This is an optimization exercise on Yosys and OpenROAD, whose aim is small area, a short achievable clock period and few clock cycles, not a production implementation. Where RTL was checked, it was by simulation tests only, not by an equivalence proof against the original. No functional check of the RTL was part of run 1.

==> flow/design.v (outline; a module is shown in full before it is edited, if it fits) <==
// module conv: 182 lines
// module conv_mac_h: 910 lines
// module conv_mac_l: 1522 lines
module conv(
    input rst,
    input clk,
    output M0_R_req,
    output [31:0] M0_addr,
    input [31:0] M0_R_data,
    output [3:0] M0_W_req,
    output [31:0] M0_W_data,
    output M1_R_req,
    output [31:0] M1_addr,
    input [31:0] M1_R_data,
    output [3:0] M1_W_req,
    output [31:0] M1_W_data,
    input start,
    output finish
);
  // ...
==> flow/flow/run.sh <==
#!/bin/bash
# Layout flow: the standard synthesis, then a netlist pass that removes
# the inverters Yosys leaves between full-adder cells (fixpol.py; the result
# is compared with the synthesized netlist by random simulation in
# nlsim.py), then the standard ORFS layout. Timing repair is asked to leave
# extra setup slack (so the achieved period shrinks) and ports are buffered
# with buf_4 cells.
set -euo pipefail
W=$(pwd)
R=$W/orfs/results/$FLOW_PLATFORM/conv/base
MARGIN=8
PORTBUF=sky130_fd_sc_hd__buf_4
if [[ -f flow/params.sh ]]; then source flow/params.sh; fi
bash standard.sh synth > synth.log 2>&1
cp "$R/1_2_yosys.v" "$W/synth_standard.v"
python3 flow/fixpol.py "$W/synth_standard.v" "$W/synth_fixpol.v" 200 > fixpol.log 2>&1
python3 flow/nlsim.py "$W/synth_standard.v" "$W/synth_fixpol.v" 1024 > nlsim.log 2>&1
cp "$W/synth_fixpol.v" "$R/1_2_yosys.v"
rm -f "$R/1_synth.odb"
export SETUP_SLACK_MARGIN=$MARGIN
export BUFFER_PORTS_ARGS="-buffer_cell $PORTBUF"
bash standard.sh > layout.log 2>&1
==> flow/flow/fixpol.py <==
#!/usr/bin/env python3
"""Remove inverters between full adders in a Yosys netlist of sky130hd cells.

A full adder with all inputs complemented gives complemented outputs, so each
fa cell may be used in either polarity. This picks polarities (and the
polarity of xor/xnor gates) to minimise the signals that need an inverter,
drops the netlist's inverters and buffers, and inserts one inverter per
signal that is still needed in complemented form.

usage: fixpol.py IN.v OUT.v
"""
import re, sys, random

P = "sky130_fd_sc_hd__"
OUTPINS = {"X", "Y", "Q", "Q_N", "SUM", "COUT", "HI", "LO"}
# complementary cell: base -> (complement base, its output pin, its drive strengths)
COMP = {
    'a2111o': ('a2111oi', 'Y', ['0', '1', '2', '4']),
    'a2111oi': ('a2111o', 'X', ['1', '2', '4']),
    'a211o': ('a211oi', 'Y', ['1', '2', '4']),
    'a211oi': ('a211o', 'X', ['1', '2', '4']),
    'a21bo': ('a21boi', 'Y', ['0', '1', '2', '4']),
    'a21boi': ('a21bo', 'X', ['1', '2', '4']),
    'a21o': ('a21oi', 'Y', ['1', '2', '4']),
    'a21oi': ('a21o', 'X', ['1', '2', '4']),
    'a221o': ('a221oi', 'Y', ['1', '2', '4']),
    'a221oi': ('a221o', 'X', ['1', '2', '4']),
    'a22o': ('a22oi', 'Y', ['1', '2', '4']),
    'a22oi': ('a22o', 'X', ['1', '2', '4']),
    'a2bb2o': ('a2bb2oi', 'Y', ['1', '2', '4']),
    'a2bb2oi': ('a2bb2o', 'X', ['1', '2', '4']),
    'a311o': ('a311oi', 'Y', ['1', '2', '4']),
    'a311oi': ('a311o', 'X', ['1', '2', '4']),
    'a31o': ('a31oi', 'Y', ['1', '2', '4']),
    'a31oi': ('a31o', 'X', ['1', '2', '4']),
    'a32o': ('a32oi', 'Y', ['1', '2', '4']),
    'a32oi': ('a32o', 'X', ['1', '2', '4']),
    'a41o': ('a41oi', 'Y', ['1', '2', '4']),
    'a41oi': ('a41o', 'X', ['1', '2', '4']),
    'and2': ('nand2', 'Y', ['1', '2', '4', '8']),
    'nand2': ('and2', 'X', ['0', '1', '2', '4']),
    'and2b': ('nand2b', 'Y', ['1', '2', '4']),
    'nand2b': ('and2b', 'X', ['1', '2', '4']),
    'and3': ('nand3', 'Y', ['1', '2', '4']),
    'nand3': ('and3', 'X', ['1', '2', '4']),
    'and3b': ('nand3b', 'Y', ['1', '2', '4']),
    'nand3b': ('and3b', 'X', ['1', '2', '4']),
    'and4': ('nand4', 'Y', ['1', '2', '4']),
    'nand4': ('and4', 'X', ['1', '2', '4']),
    'and4b': ('nand4b', 'Y', ['1', '2', '4']),
    'nand4b': ('and4b', 'X', ['1', '2', '4']),
    'and4bb': ('nand4bb', 'Y', ['1', '2', '4']),
    'nand4bb': ('and4bb', 'X', ['1', '2', '4']),
    'or2': ('nor2', 'Y', ['1', '2', '4', '8']),
    'nor2': ('or2', 'X', ['0', '1', '2', '4']),
    'or2b': ('nor2b', 'Y', ['1', '2', '4']),
    'nor2b': ('or2b', 'X', ['1', '2', '4']),
    'or3': ('nor3', 'Y', ['1', '2', '4']),
    'nor3': ('or3', 'X', ['1', '2', '4']),
    'or3b': ('nor3b', 'Y', ['1', '2', '4']),
    'nor3b': ('or3b', 'X', ['1', '2', '4']),
    'or4': ('nor4', 'Y', ['1', '2', '4']),
    'nor4': ('or4', 'X', ['1', '2', '4']),
    'or4b': ('nor4b', 'Y', ['1', '2', '4']),
    'nor4b': ('or4b', 'X', ['1', '2', '4']),
    'or4bb': ('nor4bb', 'Y', ['1', '2', '4']),
    'nor4bb': ('or4bb', 'X', ['1', '2', '4']),
    'o2111a': ('o2111ai', 'Y', ['1', '2', '4']),
    'o2111ai': ('o2111a', 'X', ['1', '2', '4']),
    'o211a': ('o211ai', 'Y', ['1', '2', '4']),
    'o211ai': ('o211a', 'X', ['1', '2', '4']),
    'o21a': ('o21ai', 'Y', ['0', '1', '2', '4']),
    'o21ai': ('o21a', 'X', ['1', '2', '4']),
    'o21ba': ('o21bai', 'Y', ['1', '2', '4']),
    'o21bai': ('o21ba', 'X', ['1', '2', '4']),
    'o221a': ('o221ai', 'Y', ['1', '2', '4']),
    'o221ai': ('o221a', 'X', ['1', '2', '4']),
    'o22a': ('o22ai', 'Y', ['1', '2', '4']),
    'o22ai': ('o22a', 'X', ['1', '2', '4']),
    'o2bb2a': ('o2bb2ai', 'Y', ['1', '2', '4']),
    'o2bb2ai': ('o2bb2a', 'X', ['1', '2', '4']),
    'o311a': ('o311ai', 'Y', ['0', '1', '2', '4']),
    'o311ai': ('o311a', 'X', ['1', '2', '4']),
    'o31a': ('o31ai', 'Y', ['1', '2', '4']),
    'o31ai': ('o31a', 'X', ['1', '2', '4']),
    'o32a': ('o32ai', 'Y', ['1', '2', '4']),
    'o32ai': ('o32a', 'X', ['1', '2', '4']),
    'o41a': ('o41ai', 'Y', ['1', '2', '4']),
    'o41ai': ('o41a', 'X', ['1', '2', '4']),
    'mux2': ('mux2i', 'Y', ['1', '2', '4']),
    'mux2i': ('mux2', 'X', ['1', '2', '4', '8']),
    'xor2': ('xnor2', 'Y', ['1', '2', '4']),
    'xnor2': ('xor2', 'X', ['1', '2', '4']),
    'xor3': ('xnor3', 'X', ['1', '2', '4']),
    'xnor3': ('xor3', 'X', ['1', '2', '4']),
}



def esc(n):
    return n + " " if n.startswith("\\") else n


def main():
    src = open(sys.argv[1]).read()
    m = re.search(r"^\s*%s" % P, src, re.M)
    head = src[:m.start()]
    body = src[m.start():]
    tail_i = body.rindex("endmodule")
    tail = body[tail_i:]
    body = body[:tail_i]
    cells = []
    for cm in re.finditer(r"(?:\(\*.*?\*\)\s*)*(%s\w+)\s+(\\\S+ |\S+)\s*\((.*?)\);" % P, body, re.S):
        typ, name, pins = cm.group(1), cm.group(2), cm.group(3)
        pl = [(a, b.strip()) for a, b in re.findall(r"\.(\w+)\(\s*(\\\S+ |[^()\s]+)\s*\)", pins)]
        cells.append([typ, name, pl])
    assert "assign" not in re.sub(r"\(\*.*?\*\)", "", body)
    outports = set()
    for mm in re.finditer(r"^\s*output\s+(?:\[(\d+):(\d+)\]\s+)?(\S+);", head, re.M):
        if mm.group(1):
            for i in range(int(mm.group(2)), int(mm.group(1)) + 1):
                outports.add("%s[%d]" % (mm.group(3), i))
        else:
            outports.add(mm.group(3))

    def base(t):
        return re.sub(r"_\d+$", "", t[len(P):])

    drv = {}
    for ci, (t, n, pl) in enumerate(cells):
        for p, net in pl:
            if p in OUTPINS:
                drv[net] = (ci, p)
    transparent = {}
    for ci, (t, n, pl) in enumerate(cells):
        b = base(t)
        if b in ("inv", "buf", "clkbuf", "clkinv"):
            d = dict(pl)
            o = d.get("Y", d.get("X"))
            if o in outports:
                continue
            transparent[ci] = (d["A"], 1 if b in ("inv", "clkinv") else 0)

    memo = {}

    def root(net):
        if net in memo:
            return memo[net]
        d = drv.get(net)
        if d is None or d[0] not in transparent:
            r = (net, 0)
        else:
            a, par = transparent[d[0]]
            ra, pa = root(a)
            r = (ra, pa ^ par)
        memo[net] = r
        return r

    # loads: (cell, pinindex, root, parity)
    loads = []
    rootloads = {}
    for ci, (t, n, pl) in enumerate(cells):
        if ci in transparent:
            continue
        for pi, (p, net) in enumerate(pl):
            if p in OUTPINS or p == "CLK" or not (net in drv):
                continue
            r, par = root(net)
            li = len(loads)
            loads.append((ci, pi, r, par))
            rootloads.setdefault(r, []).append(li)
    # output ports driven through transparent cells are kept: their inputs are loads
    flip = {}   # ci -> 0/1 for fa cells and xor/xnor
    fa = [ci for ci, c in enumerate(cells) if base(c[0]) == "fa"]
    xo = [ci for ci, c in enumerate(cells) if base(c[0]) in COMP]
    for ci in fa + xo:
        flip[ci] = 0
    isfa = set(fa)

    def xdrv(r):
        d = drv.get(r)
        if d is None:
            return 0
        return flip.get(d[0], 0)

    def need(li):
        ci, pi, r, par = loads[li]
        v = par ^ xdrv(r)
        if ci in isfa:
            v ^= flip[ci]
        return v

    def rcost(r):
        return 1 if any(need(li) for li in rootloads.get(r, [])) else 0

    def touched(ci):
        rs = set()
        t, n, pl = cells[ci]
        for p, net in pl:
            if p in OUTPINS:
                rs.add(net)
            elif ci in isfa and net in drv:
                rs.add(root(net)[0])
        return rs

    allroots = set(rootloads)
    cost0 = sum(rcost(r) for r in allroots)
    order = fa + xo
    # simulated annealing on single flips
    rng = random.Random(1)
    cur = cost0
    best = cur
    bestflip = dict(flip)
    T = 2.0
    steps = int(sys.argv[3]) * len(order) if len(sys.argv) > 3 else 200 * len(order)
    for s in range(steps):
        T = 2.0 * (1 - s / steps) + 0.01
        ci = order[rng.randrange(len(order))]
        rs = touched(ci)
        before = sum(rcost(r) for r in rs)
        flip[ci] ^= 1
        after = sum(rcost(r) for r in rs)
        d = after - before
        if d <= 0 or rng.random() < pow(2.718, -d / T):
            cur += d
            if cur < best:
                best = cur
                bestflip = dict(flip)
        else:
            flip[ci] ^= 1
    flip.update(bestflip)
    cost1 = sum(rcost(r) for r in allroots)
    ninv_old = sum(1 for ci in transparent if transparent[ci][1])
    sys.stderr.write("fixpol: %d fa, %d xor; transparent cells %d (%d inverters); "
                     "inverted signals before %d after %d\n"
                     % (len(fa), len(xo), len(transparent), ninv_old, cost0, cost1))
    # rewrite
    newwires = []
    invnet = {}
    out = []
    k = 0
    for r in sorted(allroots):
        if any(need(li) for li in rootloads[r]):
            k += 1
            w = "_polinv_%d_" % k
            invnet[r] = w
            newwires.append(w)
            out.append("  %sinv_1 _polinvc_%d_ (\n    .A(%s),\n    .Y(%s)\n  );" % (P, k, esc(r), w))
    conn = {}
    for li in range(len(loads)):
        ci, pi, r, par = loads[li]
        conn[(ci, pi)] = invnet[r] if need(li) else r
    for ci, (t, n, pl) in enumerate(cells):
        if ci in transparent:
            continue
        b = base(t)
        oldout = None
        if flip.get(ci) and b != "fa":
            cb, cout, sizes = COMP[b]
            sz = t.rsplit("_", 1)[1]
            if sz not in sizes:
                sz = "1" if "1" in sizes else sizes[0]
            t = P + cb + "_" + sz
            oldout = [p for p, net in pl if p in OUTPINS]
            assert len(oldout) == 1
            oldout = oldout[0]
        pins = []
        for pi, (p, net) in enumerate(pl):
            if p == oldout:
                p = cout
            pins.append("    .%s(%s)" % (p, esc(conn.get((ci, pi), net))))
        out.append("  %s %s (\n%s\n  );" % (t, n, ",\n".join(pins)))
    decl = "".join("  wire %s;\n" % w for w in newwires)
    open(sys.argv[2], "w").write(head + decl + "\n".join(out) + "\n" + tail)


main()
==> flow/flow/nlsim.py <==
#!/usr/bin/env python3
"""Compare two sky130hd gate netlists of the same module by random simulation of
their combinational logic, with flip-flop outputs (matched by instance name)
and primary inputs as free variables.

usage: nlsim.py A.v B.v [npatterns]
"""
import re, sys, random

LIB = "/OpenROAD-flow-scripts/flow/platforms/sky130hd/lib/sky130_fd_sc_hd__tt_025C_1v80.lib"


def load_lib():
    txt = open(LIB).read()
    funcs = {}
    for cm in re.finditer(r'\n\s*cell\s*\(\s*"?(sky130_fd_sc_hd__\w+)"?\s*\)', txt):
        name = cm.group(1)
        start = cm.end()
        nxt = txt.find("\n    cell (", start)
        body = txt[start: nxt if nxt > 0 else len(txt)]
        f = {}
        for pm in re.finditer(r'pin\s*\(\s*"?(\w+)"?\s*\)\s*\{', body):
            seg = body[pm.end(): pm.end() + 3000]
            fm = re.search(r'function\s*:\s*"([^"]*)"', seg.split("pin (")[0])
            if fm and re.search(r'direction\s*:\s*"?output', seg.split("pin (")[0]):
                f[pm.group(1)] = fm.group(1)
        funcs[name] = f
    return funcs


def pyexpr(e):
    e = e.replace("!", " ~").replace("&", " & ").replace("|", " | ").replace("^", " ^ ")
    e = re.sub(r"\b([A-Za-z_]\w*)\b", r"v['\1']", e)
    e = re.sub(r"\)\s+v\[", ") & v[", e)  # implicit and
    e = re.sub(r"(v\['\w+'\])\s+(?=v\[|\(|~)", r"\1 & ", e)
    return e


def parse(fn):
    src = open(fn).read()
    cells = []
    for cm in re.finditer(r"(sky130_fd_sc_hd__\w+)\s+(\\\S+ |\S+)\s*\((.*?)\);", src, re.S):
        pl = [(a, b.strip()) for a, b in re.findall(r"\.(\w+)\(\s*(\\\S+ |[^()\s]+)\s*\)", cm.group(3))]
        cells.append((cm.group(1), cm.group(2).strip(), pl))
    return cells


def simulate(cells, funcs, pats, N):
    mask = (1 << N) - 1
    val = {"1'h0": 0, "1'h1": mask, "1'b0": 0, "1'b1": mask}
    ffq = {}
    drv = {}
    for ci, (t, n, pl) in enumerate(cells):
        for p, net in pl:
            if p in funcs.get(t, {}) or p in ("Q", "Q_N"):
                drv[net] = ci
    outs = {}
    # flops: Q is a free variable keyed by instance name
    for ci, (t, n, pl) in enumerate(cells):
        d = dict(pl)
        if "CLK" in d:
            q = d.get("Q")
            val[q] = pats(n)
    memo = {}

    def get(net):
        if net in val:
            return val[net]
        if net not in drv:
            val[net] = pats("in:" + net)
            return val[net]
        ci = drv[net]
        t, n, pl = cells[ci]
        d = dict(pl)
        v = {}
        for p, x in pl:
            if p not in funcs[t]:
                v[p] = get(x)
        for p, x in pl:
            if p in funcs[t]:
                val[x] = eval(pyexpr(funcs[t][p]), {"v": v}) & mask
        return val[net]

    sys.setrecursionlimit(100000)
    res = {}
    for ci, (t, n, pl) in enumerate(cells):
        d = dict(pl)
        if "CLK" in d:
            for p in ("D", "DE"):
                if p in d:
                    res[n + "." + p] = get(d[p])
    return res, get


def main():
    funcs = load_lib()
    N = int(sys.argv[3]) if len(sys.argv) > 3 else 2048
    a = parse(sys.argv[1]); b = parse(sys.argv[2])
    seeds = {}

    def pats(key):
        if key not in seeds:
            seeds[key] = random.Random(key).getrandbits(N)
        return seeds[key]

    ra, ga = simulate(a, funcs, pats, N)
    rb, gb = simulate(b, funcs, pats, N)
    bad = 0
    for k in ra:
        if k not in rb or ra[k] != rb[k]:
            bad += 1
            if bad < 10:
                print("MISMATCH", k)
    # primary outputs
    src = open(sys.argv[1]).read()
    pos = []
    for mm in re.finditer(r"^\s*output\s+(?:\[(\d+):(\d+)\]\s+)?(\S+);", src, re.M):
        if mm.group(1):
            pos += ["%s[%d]" % (mm.group(3), i) for i in range(int(mm.group(2)), int(mm.group(1)) + 1)]
        else:
            pos.append(mm.group(3))
    for p in pos:
        try:
            if ga(p) != gb(p):
                bad += 1
                print("MISMATCH port", p)
        except KeyError:
            pass
    print("compared %d flop inputs, %d ports, %d mismatches" % (len(ra), len(pos), bad))
    sys.exit(1 if bad else 0)


main()
==> flow/flow/params.sh <==
MARGIN=8.3
==> flow/standard.sh <==
#!/bin/bash
# synth_recipe.tcl (not shown) runs the flow's synth.tcl, then flattens the netlist and writes it again
# the make line also repeats each setting of config.mk as NAME=value (left out here)
make -C /OpenROAD-flow-scripts/flow DESIGN_CONFIG=/design/flow/config.mk WORK_HOME=/design/flow/orfs CLKGATE_MAP_FILE= SYNTH_SCRIPT=/design/flow/synth_recipe.tcl "${@:-finish}"
==> flow/config.mk <==
export PLATFORM = sky130hd
export DESIGN_NAME = conv
export DESIGN_NICKNAME = conv
export VERILOG_FILES = /design/flow/design.v
export SDC_FILE = /design/flow/constraint.sdc
export NUM_CORES = 8
export LEC_CHECK = 0
export CAP_MARGIN = 20
export CORE_MARGIN = 2
export CORE_UTILIZATION = 40
export CTS_CLUSTER_DIAMETER = 120
export CTS_CLUSTER_SIZE = 22
export SLEW_MARGIN = 20
==> flow/constraint.sdc <==
create_clock -name core_clock -period 12.0 [get_ports {clk}]
set_input_delay 2.4000 -clock core_clock [delete_from_list [all_inputs] [get_ports {clk}]]
set_output_delay 2.4000 -clock core_clock [all_outputs]
set_load 0.01 [all_outputs]
==> results.sh, run 1 <==
export IMPL_status="no timing/DRC/antenna violations"
export IMPL_grt_overflow=0
export IMPL_cp_max_fo=8
export IMPL_post_cts_resized=360
export IMPL_viasPerCell=6.48
export IMPL_gr_max_usage_layer="met2"
export IMPL_avgRoutedWirePerCell_um=34.4
export IMPL_holdPathStages=0
export IMPL_fmaxAchievable_ghz=0.263
export IMPL_initial_core_util=0.402
export IMPL_row_count=161
export IMPL_final_common_cell="xnor2_1"
export IMPL_path_depth=9
export IMPL_placed_area_um2=82100
export IMPL_cp_required_ps=12640
export IMPL_syn_avg_cell_area_um2=12.1
export IMPL_hold_start="e0t[2]"
export IMPL_hp_class="reg -> reg"
==> module conv, before the edit <==
module conv(
    input rst,
    input clk,
    output M0_R_req,
    output [31:0] M0_addr,
    input [31:0] M0_R_data,
    output [3:0] M0_W_req,
    output [31:0] M0_W_data,
    output M1_R_req,
    output [31:0] M1_addr,
    input [31:0] M1_R_data,
    output [3:0] M1_W_req,
    output [31:0] M1_W_data,
    input start,
    output finish
);
    localparam ST_IDLE = 2'd0, ST_W = 2'd1, ST_P = 2'd2, ST_END = 2'd3;
    reg  [1:0]  st;
    reg         rreq;
    reg  [9:0]  ra;           
    reg  [3:0]  wk;           
    reg  [1:0]  ph;           
    reg  [4:0]  col;          
    reg  [3:0]  p9;           
    reg         t1_w;
    reg  [2:0]  sq0;          
    reg  [3:0]  sq1;
    reg  [4:0]  sq2;
    reg  [3:0]  fq0;          
    reg  [4:0]  fq1;
    reg  [5:0]  fq2;
    reg         wreq;
    reg  [9:0]  wa;           
    reg         fin;
    reg  [31:0] wdata;
    assign M0_R_req  = rreq;
    assign M0_addr   = {20'd0, ra, 2'b00};
    assign M0_W_req  = 4'd0;
    assign M0_W_data = 32'd0;
    assign M1_R_req  = wreq;
    assign M1_W_req  = {4{wreq}};
    assign M1_addr   = {20'd0, wa, 2'b00};
    assign M1_W_data = wdata;
    assign finish    = fin;
    reg [9:0] wtab;
    always @(*) begin
        case (wk)
            4'd1: wtab = 10'd787;
            4'd2: wtab = 10'd790;
            4'd3: wtab = 10'd785;
            4'd4: wtab = 10'd788;
            4'd5: wtab = 10'd791;
            4'd6: wtab = 10'd786;
            4'd7: wtab = 10'd789;
            default: wtab = 10'd792;
        endcase
    end
    wire pix = (st == ST_P);
    wire wf  = pix && (ph == 2'd2) && (col >= 5'd2);
    always @(posedge clk) begin
        if (rst) begin
            st   <= ST_IDLE;
            rreq <= 1'b0;
            t1_w <= 1'b0;
            fq0  <= 4'd0;
            fq1  <= 5'd0;
            fq2  <= 6'd0;
            wreq <= 1'b0;
            fin  <= 1'b0;
        end else begin
            case (st)
                ST_IDLE: if (start) begin
                    st   <= ST_W;
                    rreq <= 1'b1;
                    ra   <= 10'd784;
                    wk   <= 4'd1;
                end
                ST_W: begin
                    if (wk == 4'd9) begin
                        st  <= ST_P;
                        ra  <= 10'd0;
                        ph  <= 2'd0;
                        col <= 5'd0;
                        p9  <= 4'd0;
                    end else begin
                        ra <= wtab;
                        wk <= wk + 4'd1;
                    end
                end
                ST_P: begin
                    p9 <= (p9 == 4'd8) ? 4'd0 : p9 + 4'd1;
                    if (ra == 10'd783 && ph == 2'd2) begin
                        st   <= ST_END;
                        rreq <= 1'b0;
                    end else if (ph == 2'd2) begin
                        ra  <= ra - 10'd55;
                        ph  <= 2'd0;
                        col <= (col == 5'd27) ? 5'd0 : col + 5'd1;
                    end else begin
                        ra <= ra + 10'd28;
                        ph <= ph + 2'd1;
                    end
                end
                default: ;
            endcase
            t1_w <= (st == ST_W);
            fq0  <= {fq0[2:0], wf && (p9 == 4'd8)};
            fq1  <= {fq1[3:0], wf && (p9 == 4'd2)};
            fq2  <= {fq2[4:0], wf && (p9 == 4'd5)};
            wreq <= fq0[3] | fq1[4] | fq2[5];
            if (st == ST_IDLE) wa <= 10'h3ff;
            else if (fq0[3] | fq1[4] | fq2[5]) wa <= wa + 10'd1;
            if (wreq && wa == 10'd675) fin <= 1'b1;
        end
    end
    always @(posedge clk) begin
        sq0 <= {sq0[1:0], pix && (p9 == 4'd0)};
        sq1 <= {sq1[2:0], pix && (p9 == 4'd3)};
        sq2 <= {sq2[3:0], pix && (p9 == 4'd6)};
    end
    wire st0 = sq0[2], st1 = sq1[3], st2 = sq2[4];
    wire [32:0] x = {M0_R_data, 1'b0};
    reg  [15:0] e0n, e0o, e0t, e1n, e1o, e1t, e2n, e2o, e2t;
    reg  [7:0]  e3n, e3o, e3t;
    integer k;
    always @(posedge clk) begin
        for (k = 0; k < 16; k = k + 1) begin
            e0n[k] <= x[2*k+2];
            e0o[k] <= x[2*k+1] ^ x[2*k];
            e0t[k] <= (x[2*k+2] ^ x[2*k+1]) & ~(x[2*k+1] ^ x[2*k]);
        end
        e1n <= e0n; e1o <= e0o; e1t <= e0t;
        e2n <= e1n; e2o <= e1o; e2t <= e1t;
        e3n <= e2n[7:0]; e3o <= e2o[7:0]; e3t <= e2t[7:0];
    end
    reg [31:0] r0, r1, r2, r3, r4, r5, r6, r7, r8;
    always @(posedge clk) begin
        r0 <= r1; r1 <= r2; r2 <= r3; r3 <= r4; r4 <= r5;
        r5 <= r6; r6 <= r7; r7 <= r8; r8 <= t1_w ? M0_R_data : r0;
    end
    reg  [31:0] hs0, hc0, hs1, hc1, hs2, hc2;
    wire [31:0] nhs0, nhc0, nhs1, nhc1, nhs2, nhc2;
    conv_mac_h h0(.neg({e0n[15:8], 8'd0}), .one({e0o[15:8], 8'd0}), .two({e0t[15:8], 8'd0}),
        .w(r8), .os(nhs0), .oc(nhc0));
    conv_mac_h h1(.neg({e1n[15:8], 8'd0}), .one({e1o[15:8], 8'd0}), .two({e1t[15:8], 8'd0}),
        .w(r4), .os(nhs1), .oc(nhc1));
    conv_mac_h h2(.neg({e2n[15:8], 8'd0}), .one({e2o[15:8], 8'd0}), .two({e2t[15:8], 8'd0}),
        .w(r0), .os(nhs2), .oc(nhc2));
    reg  [31:0] s0, c0, s1, c1, s2, c2;
    reg  [3:0]  g0, p0, g1, p1, g2, p2;
    wire [31:0] ns0, nc0, ns1, nc1, ns2, nc2;
    wire [3:0]  ng0, np0, ng1, np1, ng2, np2;
    wire k0 = g0[3] | (p0[3] & g0[2]) | (p0[3] & p0[2] & g0[1]) | (p0[3] & p0[2] & p0[1] & g0[0]);
    wire k1 = g1[3] | (p1[3] & g1[2]) | (p1[3] & p1[2] & g1[1]) | (p1[3] & p1[2] & p1[1] & g1[0]);
    wire k2 = g2[3] | (p2[3] & g2[2]) | (p2[3] & p2[2] & g2[1]) | (p2[3] & p2[2] & p2[1] & g2[0]);
    conv_mac_l m0(.neg({8'd0, e1n[7:0]}), .one({8'd0, e1o[7:0]}), .two({8'd0, e1t[7:0]}),
        .w(r7), .x0(hs0), .x1(hc0),
        .x2(st0 ? 32'h00030000 : s0), .x3(st0 ? 32'd0 : c0), .ki(st0 ? 1'b0 : k0),
        .os(ns0), .oc(nc0), .og(ng0), .op(np0));
    conv_mac_l m1(.neg({8'd0, e2n[7:0]}), .one({8'd0, e2o[7:0]}), .two({8'd0, e2t[7:0]}),
        .w(r3), .x0(hs1), .x1(hc1),
        .x2(st1 ? 32'h00030000 : s1), .x3(st1 ? 32'd0 : c1), .ki(st1 ? 1'b0 : k1),
        .os(ns1), .oc(nc1), .og(ng1), .op(np1));
    conv_mac_l m2(.neg({8'd0, e3n}), .one({8'd0, e3o}), .two({8'd0, e3t}),
        .w(r8), .x0(hs2), .x1(hc2),
        .x2(st2 ? 32'h00030000 : s2), .x3(st2 ? 32'd0 : c2), .ki(st2 ? 1'b0 : k2),
        .os(ns2), .oc(nc2), .og(ng2), .op(np2));
    wire f0 = fq0[3], f1 = fq1[4], f2 = fq2[5];
    wire [31:0] os = ({32{f0}} & s0) | ({32{f1}} & s1) | ({32{f2}} & s2);
    wire [31:0] oc = ({32{f0}} & c0) | ({32{f1}} & c1) | ({32{f2}} & c2);
    wire        ok = (f0 & k0) | (f1 & k1) | (f2 & k2);
    wire [32:0] osum = {os, 1'b1} + {oc, ok};
    always @(posedge clk) begin
        hs0 <= nhs0; hc0 <= nhc0;
        hs1 <= nhs1; hc1 <= nhc1;
        hs2 <= nhs2; hc2 <= nhc2;
        s0 <= ns0; c0 <= nc0; g0 <= ng0; p0 <= np0;
        s1 <= ns1; c1 <= nc1; g1 <= ng1; p1 <= np1;
        s2 <= ns2; c2 <= nc2; g2 <= ng2; p2 <= np2;
        wdata <= osum[32:1];
    end
endmodule
==> inputs of run 2 (changes only) <==
--- a/flow/design.v
+++ b/flow/design.v
@@ -59,6 +59,42 @@
     wire wf  = pix && (ph == 2'd2) && (col >= 5'd2);
+    reg  [1:0]  st_n;
+    always @(*) begin
+        st_n = st;
+        case (st)
+            ST_IDLE: if (start) st_n = ST_W;
+            ST_W:    if (wk == 4'd9) st_n = ST_P;
+            ST_P:    if (ra == 10'd783 && ph == 2'd2) st_n = ST_END;
+            default: ;
+        endcase
+        if (rst) st_n = ST_IDLE;
+    end
+    wire winc = fq0[3] | fq1[4] | fq2[5];
     always @(posedge clk) begin
+        st   <= st_n;
+        rreq <= (st_n == ST_W) || (st_n == ST_P);
+        case (st)
+            ST_IDLE: begin
+                ra <= 10'd784;
+                wk <= 4'd1;
+            end
+            ST_W: begin
+                ra  <= (wk == 4'd9) ? 10'd0 : wtab;
+                wk  <= wk + 4'd1;
+                ph  <= 2'd0;
+                col <= 5'd0;
+                p9  <= 4'd0;
+            end
+            default: begin
+                p9 <= (p9 == 4'd8) ? 4'd0 : p9 + 4'd1;
+                if (ph == 2'd2) begin
+                    ra  <= ra - 10'd55;
+                    ph  <= 2'd0;
+                    col <= (col == 5'd27) ? 5'd0 : col + 5'd1;
+                end else begin
+                    ra <= ra + 10'd28;
+                    ph <= ph + 2'd1;
+                end
+            end
+        endcase
         if (rst) begin
-            st   <= ST_IDLE;
-            rreq <= 1'b0;
             t1_w <= 1'b0;
@@ -68,39 +104,5 @@
             wreq <= 1'b0;
+            wa   <= 10'h3ff;
             fin  <= 1'b0;
         end else begin
-            case (st)
-                ST_IDLE: if (start) begin
-                    st   <= ST_W;
-                    rreq <= 1'b1;
-                    ra   <= 10'd784;
-                    wk   <= 4'd1;
-                end
-                ST_W: begin
-                    if (wk == 4'd9) begin
-                        st  <= ST_P;
-                        ra  <= 10'd0;
-                        ph  <= 2'd0;
-                        col <= 5'd0;
-                        p9  <= 4'd0;
-                    end else begin
-                        ra <= wtab;
-                        wk <= wk + 4'd1;
-                    end
-                end
-                ST_P: begin
-                    p9 <= (p9 == 4'd8) ? 4'd0 : p9 + 4'd1;
-                    if (ra == 10'd783 && ph == 2'd2) begin
-                        st   <= ST_END;
-                        rreq <= 1'b0;
-                    end else if (ph == 2'd2) begin
-                        ra  <= ra - 10'd55;
-                        ph  <= 2'd0;
-                        col <= (col == 5'd27) ? 5'd0 : col + 5'd1;
-                    end else begin
-                        ra <= ra + 10'd28;
-                        ph <= ph + 2'd1;
-                    end
-                end
-                default: ;
-            endcase
             t1_w <= (st == ST_W);
@@ -109,6 +111,5 @@
             fq2  <= {fq2[4:0], wf && (p9 == 4'd5)};
-            wreq <= fq0[3] | fq1[4] | fq2[5];
-            if (st == ST_IDLE) wa <= 10'h3ff;
-            else if (fq0[3] | fq1[4] | fq2[5]) wa <= wa + 10'd1;
-            if (wreq && wa == 10'd675) fin <= 1'b1;
+            wreq <= winc;
+            wa   <= (st == ST_IDLE) ? 10'h3ff : wa + {9'd0, winc};
+            fin  <= fin | (wreq && wa == 10'd675);
         end
--- a/flow/config.mk
+++ b/flow/config.mk
@@ -9,3 +9,3 @@
 export CORE_MARGIN = 2
-export CORE_UTILIZATION = 40
+export CORE_UTILIZATION = 55
 export CTS_CLUSTER_DIAMETER = 120
==> run 2 against run 1 <==
First-iteration DRC count grew 2.2%. Die area down 27%. Setup slack improved by 26 ps. Flip-flop and latch count unchanged. Final area decreased by 0.84%. Via count shrank 0.13%. Critical path type unchanged. Routed wire length decreased by 1.6%.
==> results.sh, run 2 <==
export IMPL_status="no timing/DRC/antenna violations"
export IMPL_clockBufferDepth=3
export IMPL_wirelength_met1_mm=114
export IMPL_cts_root_buffer="clkbuf_16"
export IMPL_drv_slew=0
export IMPL_drc=0
export IMPL_worstRegToRegCells=8
export IMPL_rsz0062_at_grt="yes"
export IMPL_area_growth_pct=17.6
export IMPL_start_kind="flip-flop"
export IMPL_cts_sinks=953
export IMPL_syn_inst=6358
export IMPL_cts_made_buffers=52
export IMPL_finalSetupTns_ps=0
export IMPL_syn_avg_cell_area_um2=12.1
export IMPL_core_um2=139000
export IMPL_placed_cells=8481
export IMPL_syn_cell_area_um2=76900
export IMPL_crit_type="reg -> reg"
export IMPL_setup_viol=0
export IMPL_reg2reg_to="s0[20]"
export IMPL_maxCapViolCount=0
export IMPL_nets=8585
export IMPL_path_clk_slew_ps=110
export IMPL_instances_no_fill=8951
export IMPL_antenna_found_initial=29
export IMPL_hp_class="reg -> reg"
export IMPL_htreeDepth=2
export IMPL_holdPathEnd="r1[24]"
export IMPL_clkLatencyLatePin_ps=740
export IMPL_relSlewSlack=0.314
export IMPL_layout_common_cells="1332 x xnor2_1, 1238 x fa_1, 1209 x a22oi_1"
export IMPL_worst_slew_pin_slew_ps=1030
export IMPL_wl_met2_mm=136
export IMPL_fin_util=0.650
export IMPL_final_common_cell="xnor2_1"
export IMPL_dr_pass1_iters=12
export IMPL_num_io_pins=206
export IMPL_cp_required_ps=12610
export IMPL_die_area_um2=143000
export IMPL_place_congestion=1.01
export IMPL_row_count=137
export IMPL_drive_gt1_frac=0.166
export IMPL_initial_core_util=0.552
export IMPL_rrSetupSlack_ps=8220
export IMPL_viasPerCell=6.96
export IMPL_dp_hpwl_mm=189
export IMPL_numPortBuffers=93
export IMPL_wirelength_mm=326
export IMPL_setup_worst_path_end_class="flip-flop"
export IMPL_fp_dieW_um=378
export IMPL_cp_arrival_ps=4390
export IMPL_grt_overflow=0
export IMPL_maxUsedRoutingLayer="met5"
export IMPL_fmaxAchievable_ghz=0.265
export IMPL_ant_nets=0
export IMPL_grtUsageTotal=0.447
export IMPL_fin_crit_ps=3780
export IMPL_cp_max_fo=9
export IMPL_avgRoutedWirePerCell_um=36.4
export IMPL_dieHeight_um=378
export IMPL_finalCritPeriodShare=0.315
export IMPL_met3_wirelength_mm=47.1
export IMPL_holdPathStages=0
export IMPL_skew_ps=44.6
export IMPL_grt_pass1_wl_mm=455
export IMPL_hold_start="r2[24]"
export IMPL_drtIter0Drc=9107
export IMPL_grt_pass1_vias=63400
export IMPL_yosys_warnings=1
export IMPL_rr_startpoint="e1t[5]"
export IMPL_via_count=62300
export IMPL_finalHoldViolations=0
export IMPL_cts_tree="done"
export IMPL_grt_max_degree=69
[run 2: cell types whose count changed in the layout (fill, tap and decap cells not counted), moves of 7 or more]
cell       previous run  this run
edfxtp_1             35        17
buf_4               328       360
o21a_1               13         4
a21o_1               27        20
buf_12              160       169
dfxtp_1             707       728
bufbuf_16             0         8
xor2_1              119       131
xnor2_1            1340      1332
buf_6                58        38
diode_2              19        10
[run 2: worst max-delay path by stage]
| stage | slack [ps] | startpoint | depth (start not counted) | endpoint |
|---|---|---|---|---|
| after global placement | 7160 | fq2[5] | 13 | wdata[21] |
| after floorplan | 8300 | r8[21] | 7 | s2[17] |
| after global routing | 8170 | e3o[3] | 9 | s2[7] |
| after detailed placement | 7140 | fq2[5] | 13 | wdata[21] |
| final | 8220 | e1t[5] | 8 | s0[20] |
| after CTS | 8270 | ra[0] | 1 | M0_addr[2] |
[run 2: critical path: stages (launching register included)]
cell and delay (ps):
dfxtp_4 480, buf_4 250, a22oi_1 100, xnor2_1 270, fa_1 510, fa_1 580
fa_1 460, fa_1 570, fa_1 420
[run 2: timing repair]
| action | CTS | global route |
|---|---|---|
| endpoints found under the hold margin | 0 | 0 |
| resized for setup | 337 | 333 |
| cloned | 9 | 17 |
| pin swaps | 22 | 232 |
| setup endpoints to repair | 225 | 189 |
| buffers inserted | 211 | 151 |
| hold buffers | 0 | 0 |
[run 2: layout make-up]
type	instances	area [um^2]
Clock inverter	13	174
Multi-Input combinational cell	5252	57900
Antenna cell	10	25.0
Fill cell	11000	48800
Sequential cell	953	19800
Clock buffer	59	1340
Tap cell	1876	2350
Timing Repair Buffer	640	8230
Inverter	148	556
[run 2: through the flow]
step / area (um^2) / hold slack [ps] / worst slack, ps
after floorplan: 77300 / 310 / 8300
after global placement: 80900 / 310 / 7160
after detailed placement: 81000 / 312 / 7140
after CTS: 86900 / 321 / 8270
after global routing: 90400 / 329 / 8170
final: 90400 / 320 / 8220
[run 2: layer usage]
metal,GRT usage,vias up
met5,0.00892,-
met1,0.564,31700
li1,-,23900
met2,0.640,5227
met4,0.294,16
met3,0.166,1482
Testbench counts of run 2, summed over its fixed seeds: cycles 70,432.
==> inputs of run 3 (changes only) <==
--- a/flow/flow/fixpol.py
+++ b/flow/flow/fixpol.py
@@ -165,3 +165,3 @@
         for pi, (p, net) in enumerate(pl):
-            if p in OUTPINS or p == "CLK" or not (net in drv):
+            if p in OUTPINS or p == "CLK":
                 continue
@@ -175,5 +175,7 @@
     xo = [ci for ci, c in enumerate(cells) if base(c[0]) in COMP]
-    for ci in fa + xo:
+    ha = [ci for ci, c in enumerate(cells) if base(c[0]) == "ha"]
+    for ci in fa + xo + ha:
         flip[ci] = 0
     isfa = set(fa)
+    isha = set(ha)
 
@@ -181,3 +183,3 @@
         d = drv.get(r)
-        if d is None:
+        if d is None or d[0] in isha:
             return 0
@@ -188,3 +190,3 @@
         v = par ^ xdrv(r)
-        if ci in isfa:
+        if ci in isfa or ci in isha:
             v ^= flip[ci]
@@ -193,2 +195,4 @@
     def rcost(r):
+        if r in ("1'h0", "1'h1", "1'b0", "1'b1"):
+            return 0
         return 1 if any(need(li) for li in rootloads.get(r, [])) else 0
@@ -200,4 +204,5 @@
             if p in OUTPINS:
-                rs.add(net)
-            elif ci in isfa and net in drv:
+                if ci not in isha:
+                    rs.add(net)
+            elif (ci in isfa or ci in isha) and net in drv:
                 rs.add(root(net)[0])
@@ -207,3 +212,3 @@
     cost0 = sum(rcost(r) for r in allroots)
-    order = fa + xo
+    order = fa + xo + ha
     # simulated annealing on single flips
@@ -233,5 +238,5 @@
     ninv_old = sum(1 for ci in transparent if transparent[ci][1])
-    sys.stderr.write("fixpol: %d fa, %d xor; transparent cells %d (%d inverters); "
+    sys.stderr.write("fixpol: %d fa, %d other, %d ha (%d split); transparent cells %d (%d inverters); "
                      "inverted signals before %d after %d\n"
-                     % (len(fa), len(xo), len(transparent), ninv_old, cost0, cost1))
+                     % (len(fa), len(xo), len(ha), sum(flip[c] for c in ha), len(transparent), ninv_old, cost0, cost1))
     # rewrite
@@ -241,3 +246,7 @@
     k = 0
+    CONST = {"1'h0": "1'h1", "1'h1": "1'h0", "1'b0": "1'b1", "1'b1": "1'b0"}
     for r in sorted(allroots):
+        if r in CONST:
+            invnet[r] = CONST[r]
+            continue
         if any(need(li) for li in rootloads[r]):
@@ -256,2 +265,9 @@
         b = base(t)
+        if flip.get(ci) and b == "ha":
+            d = dict((p, esc(conn.get((ci, pi), net))) for pi, (p, net) in enumerate(pl))
+            out.append("  %sxor2_1 %s (\n    .A(%s),\n    .B(%s),\n    .X(%s)\n  );"
+                       % (P, n.rstrip() + "_hx" if not n.startswith("\\") else n.rstrip() + "_hx ", d["A"], d["B"], d["SUM"]))
+            out.append("  %snor2_1 %s (\n    .A(%s),\n    .B(%s),\n    .Y(%s)\n  );"
+                       % (P, n.rstrip() + "_hn" if not n.startswith("\\") else n.rstrip() + "_hn ", d["A"], d["B"], d["COUT"]))
+            continue
         oldout = None
==> flow/flow/params.sh (replaced) <==
MARGIN=8.0
PORTBUF=sky130_fd_sc_hd__buf_2
==> run 3 against run 2 <==
Still clean on timing, DRC and antenna. Utilization shrank 4.5 points. Hold slack got worse by 42 ps. Register-to-register slack lost 180 ps. Final area fell by 7.0%. Highest routed layer unchanged.
==> results.sh, run 3 <==
export IMPL_syn_avg_cell_area_um2=12.0
export IMPL_area_growth_pct=9.70
export IMPL_dr_pass1_iters=9
export IMPL_viasPerCell=6.79
export IMPL_htreeDepth=2
export IMPL_via_count=59100
export IMPL_rsz0062_at_grt="no"
export IMPL_cts_made_buffers=52
export IMPL_drv_slew=0
export IMPL_worst_slew_pin_slew_ps=1170
export IMPL_avgRoutedWirePerCell_um=34.3
export IMPL_dieHeight_um=377
export IMPL_fin_crit_ps=3960
export IMPL_holdWs_ps=278
export IMPL_rrSetupSlack_ps=8040
export IMPL_core_um2=139000
export IMPL_antenna_found_initial=24
export IMPL_nets=8228
export IMPL_cp_max_fo=24
export IMPL_numPortBuffers=93
export IMPL_fin_util=0.605
export IMPL_finalSetupTns_ps=0
export IMPL_maxCapViolCount=0
export IMPL_place_congestion=0.950
export IMPL_relSlewSlack=0.218
export IMPL_cp_required_ps=12570
export IMPL_final_common_cell="a22oi_1"
export IMPL_dp_hpwl_mm=190
export IMPL_syn_inst=6408
export IMPL_clkLatencyLatePin_ps=750
export IMPL_crit_type="reg -> reg"
export IMPL_setup_worst_path_end_class="flip-flop"
export IMPL_syn_cell_area_um2=76700
export IMPL_yosys_warnings=1
export IMPL_initial_core_util=0.552
export IMPL_start_kind="flip-flop"
export IMPL_finalHoldViolations=0
export IMPL_grtUsageTotal=0.413
export IMPL_instances_no_fill=8708
export IMPL_skew_ps=77.5
export IMPL_holdPathEnd="r1[29]"
export IMPL_grt_pass1_wl_mm=425
export IMPL_grt_max_degree=65
export IMPL_fmaxAchievable_ghz=0.253
export IMPL_path_clk_slew_ps=90
export IMPL_finalCritPeriodShare=0.330
export IMPL_hp_class="reg -> reg"
export IMPL_drc=0
export IMPL_fp_dieW_um=377
export IMPL_holdPathStages=0
export IMPL_hold_start="r2[29]"
export IMPL_rr_startpoint="e1t[12]"
export IMPL_clockBufferDepth=3
export IMPL_ant_nets=0
export IMPL_layout_common_cells="1326 x a22oi_1, 1267 x fa_1, 1211 x xnor2_1"
export IMPL_die_area_um2=142000
export IMPL_cts_root_buffer="clkbuf_16"
export IMPL_startpoint="e1t[12]"
export IMPL_num_io_pins=206
export IMPL_grt_pass1_vias=61600
export IMPL_cts_sinks=953
export IMPL_cts_tree="done"
export IMPL_worstRegToRegCells=11
export IMPL_drive_gt1_frac=0.0934
export IMPL_wirelength_mm=299
export IMPL_status="no timing/DRC/antenna violations"
export IMPL_grt_overflow=0
export IMPL_cp_arrival_ps=4530
export IMPL_placed_cells=8561
export IMPL_cts_hold_buf=0
export IMPL_setup_viol=0
export IMPL_row_count=137
export IMPL_drtIter0Drc=7484
export IMPL_reg2reg_to="hs1[31]"
run 3: worst max-delay path, stage by stage, from the launching register on:
cell and delay (ps):
dfxtp_2 900, a22oi_1 180, xor2_1 210, fa_1 520, inv_1 50, fa_1 480, fa_1 450, xnor2_1 200
xnor2_1 160, xnor2_1 160, xnor2_1 100, xnor2_1 320
run 3: worst max path at each step:
stage | slack [ps] | endpoint
after global routing | 7990 | g1[3]
after detailed placement | 7040 | wdata[21]
final | 8040 | hs1[31]
after CTS | 7970 | wdata[31]
after global placement | 7060 | wdata[21]
after floorplan | 8100 | s0[21]
run 3: final cells by class:
cell class / instances / area, um^2
clock inverters: 14 / 199
diodes: 15 / 37.5
well taps: 1876 / 2350
clock buffers: 57 / 1350
multi-input cells: 5358 / 56900
repair buffers: 343 / 3380
fillers: 11500 / 54900
flip-flops and latches: 953 / 19600
inverters: 92 / 345
run 3: metal layers:
layer	part of all wire	up-vias	GRT usage
met3	0.14	1035	0.141
met5	0.00055	-	0
met4	0.077	10	0.262
met2	0.42	4383	0.598
li1	-	23300	-
met1	0.36	30300	0.528
run 3: repair_timing:
item / CTS / global route
endpoints found under the setup margin: 155 / 116
gates cloned: 1 / 16
pin swaps: 2 / 18
gates resized for setup: 121 / 223
setup buffers: 2 / 42
run 3: stage by stage:
step	cell area, um^2	worst slack (ps)
after floorplan	77000	8100
after global placement	80700	7060
after detailed placement	80700	7040
after CTS	82600	7970
after global routing	84100	7990
final	84100	8040
==> inputs of run 4 (changes only) <==
--- a/flow/config.mk
+++ b/flow/config.mk
@@ -9,3 +9,3 @@
 export CORE_MARGIN = 2
-export CORE_UTILIZATION = 55
+export CORE_UTILIZATION = 65
 export CTS_CLUSTER_DIAMETER = 120
==> run 4 against run 3 <==
Non-clock buffer count down 27. Setup slack worse by 16 ps. Area after synthesis unchanged. Via count up 2.0%. Highest routed layer unchanged. Die area down 15%.
==> results.sh, run 4 <==
export IMPL_status="no timing/DRC/antenna violations"
export IMPL_dr_pass1_iters=8
export IMPL_cts_tree="done"
export IMPL_die_area_um2=121000
export IMPL_clkLatencyLatePin_ps=730
export IMPL_drive_gt1_frac=0.0885
export IMPL_grt_overflow=0
export IMPL_place_congestion=0.974
export IMPL_start_kind="flip-flop"
export IMPL_max_stage_delay_ps=590
export IMPL_dp_hpwl_mm=182
export IMPL_crit_type="reg -> reg"
export IMPL_worstPathCellList="and3_1 -> a22o_1 -> nor3_2 -> fa_1 -> nand2b_1 -> a21oi_1 -> o32a_1 -> a21o_2 -> a21oi_1 -> o21bai_1 -> a21oi_1 -> xnor2_2"
export IMPL_nets=8199
export IMPL_fin_util=0.708
export IMPL_setup_worst_path_end_class="flip-flop"
export IMPL_clockBufferDepth=3
export IMPL_syn_inst=6408
export IMPL_syn_avg_cell_area_um2=12.0
export IMPL_final_common_cell="a22oi_1"
export IMPL_hp_class="reg -> reg"
export IMPL_dieHeight_um=347
export IMPL_path_clk_slew_ps=90
export IMPL_via_count=60300
export IMPL_cp_max_fo=23
export IMPL_grt_pass1_vias=62500
export IMPL_slowest_stage="dfxtp_4"
export IMPL_row_count=126
export IMPL_cts_root_buffer="clkbuf_16"
export IMPL_cp_top_family="compound AO/OA/AOI/OAI gates"
export IMPL_path_common_cell="a21oi_1"
export IMPL_regArea_um2=19600
export IMPL_wirelength_mm=288
export IMPL_layout_common_cells="1327 x a22oi_1, 1267 x fa_1, 1211 x xnor2_1"
export IMPL_rsz0062_at_grt="no"
export IMPL_num_io_pins=206
export IMPL_numPortBuffers=93
export IMPL_core_um2=117000
export IMPL_fp_dieW_um=347
export IMPL_grtUsageTotal=0.471
export IMPL_cp_required_ps=12550
export IMPL_fmaxAchievable_ghz=0.252
export IMPL_design_area_um2=83100
export IMPL_num_fill_cells=8630
export IMPL_multi_input_area_um2=56800
export IMPL_drtIter0Drc=8586
export IMPL_cts_made_buffers=50
export IMPL_avgRoutedWirePerCell_um=34.6
export IMPL_antenna_found_initial=23
export IMPL_dp_slack_ps=7220
export IMPL_placed_area_um2=80200
export IMPL_relSlewSlack=0.190
export IMPL_syn_cell_area_um2=76700
export IMPL_cp_num_buf_inv=0
export IMPL_skew_ps=45.9
export IMPL_initial_core_util=0.653
export IMPL_cp_arrival_ps=4530
export IMPL_area_growth_pct=8.42
export IMPL_yosys_warnings=1
export IMPL_htreeDepth=2
export IMPL_ant_nets=0
export IMPL_maxCapViolCount=0
export IMPL_worst_slew_pin_slew_ps=1210
export IMPL_worst_slack_ps=8020
export IMPL_finalCritPeriodShare=0.331
export IMPL_drc=0
export IMPL_cts_sinks=953
export IMPL_setup_viol=0
export IMPL_fin_crit_ps=3980
export IMPL_finalSetupTns_ps=0
export IMPL_drv_slew=0
export IMPL_finalHoldViolations=0
export IMPL_grt_max_degree=66
export IMPL_viasPerCell=7.23
export IMPL_grt_pass1_wl_mm=415
## run 4: final timing paths
path,startpoint,end,slack [ps],cells past startpoint
max,fq1[4],wdata[21],8020,12
min,r2[5],r1[5],300,0
max reg2reg,fq1[4],wdata[21],8020,12
min reg2reg,r2[5],r1[5],300,0
## run 4: timing repair
item / in CTS / in global routing
hold buffers: 0 / 0
pin swaps: 2 / 6
setup endpoints to repair: 165 / 115
gates cloned: 0 / 6
setup buffers: 2 / 35
gates resized for setup: 98 / 185
## run 4: final cells by class
class,instances,area share
antenna,15,0.000452
clock buffer,55,0.0155
multi-input combinational,5358,0.684
sequential,953,0.235
tap,1536,0.0231
clock inverter,8,0.00151
timing repair buffer,316,0.0362
inverter,92,0.00415
## run 4: metrics by stage
step / hold WS [ps] / instances
CTS: 314 / 8276
floorplan: 310 / 6487
finish: 302 / 8333
global route: 312 / 8319
detailed placement: 312 / 8211
global placement: 310 / 8211
## run 4: worst register-to-register path, delay by kind of cell (launching register included)
kind	cells	cell delay, ps
xor gates and xnor gates	1	420
AOI/OAI and AO/OA	7	1740
DFF	1	590
and+or+nand+nor	3	660
adders and majority gates	1	420
## run 4: routing by layer
metal | share of wire | vias to the layer above | track usage
li1 | - | 23300 | -
met1 | 0.34 | 30200 | 0.592
met2 | 0.42 | 5324 | 0.674
met3 | 0.16 | 1420 | 0.179
met4 | 0.085 | 12 | 0.319
met5 | 0.00045 | - | 0.00360

## what the ideal ports hide
How much do the figures lean on ideal ports? The routed layouts below were timed once more, with nothing changed but the port constraints. Step 1 sets driving cells, clkbuf_16 on the clock port and buf_2 on the other inputs (assumed; they add their load-dependent delay and slew). Step 2 also shifts input and output timing later by t, the mid clock arrival at the registers, as if the neighbouring blocks saw the same clock. Slacks: ideal / step 1 / step 2; pairs: ideal / step 1.
run	shift t [ns]	setup slack, ns	hold WS [ns]	clock arrival spread, ns	pins driven straight from the clock port
run 1	0.826	8.197 / 8.157 / 7.815	0.267 / 0.267 / 0.267	0.086 / 0.087	1
run 2	0.801	8.223 / 8.223 / 8.223	0.320 / 0.320 / 0.320	0.046 / 0.046	1
run 3	0.797	8.040 / 8.040 / 8.040	0.278 / 0.278 / 0.278	0.079 / 0.078	1
run 4	0.800	8.024 / 8.024 / 8.024	0.302 / 0.302 / 0.302	0.049 / 0.049	1
After both steps setup and hold are still met in every run listed. For run 1, which loses most, drivers alone change the setup slack by -0.040 ns; drivers and shift together by -0.382 ns.
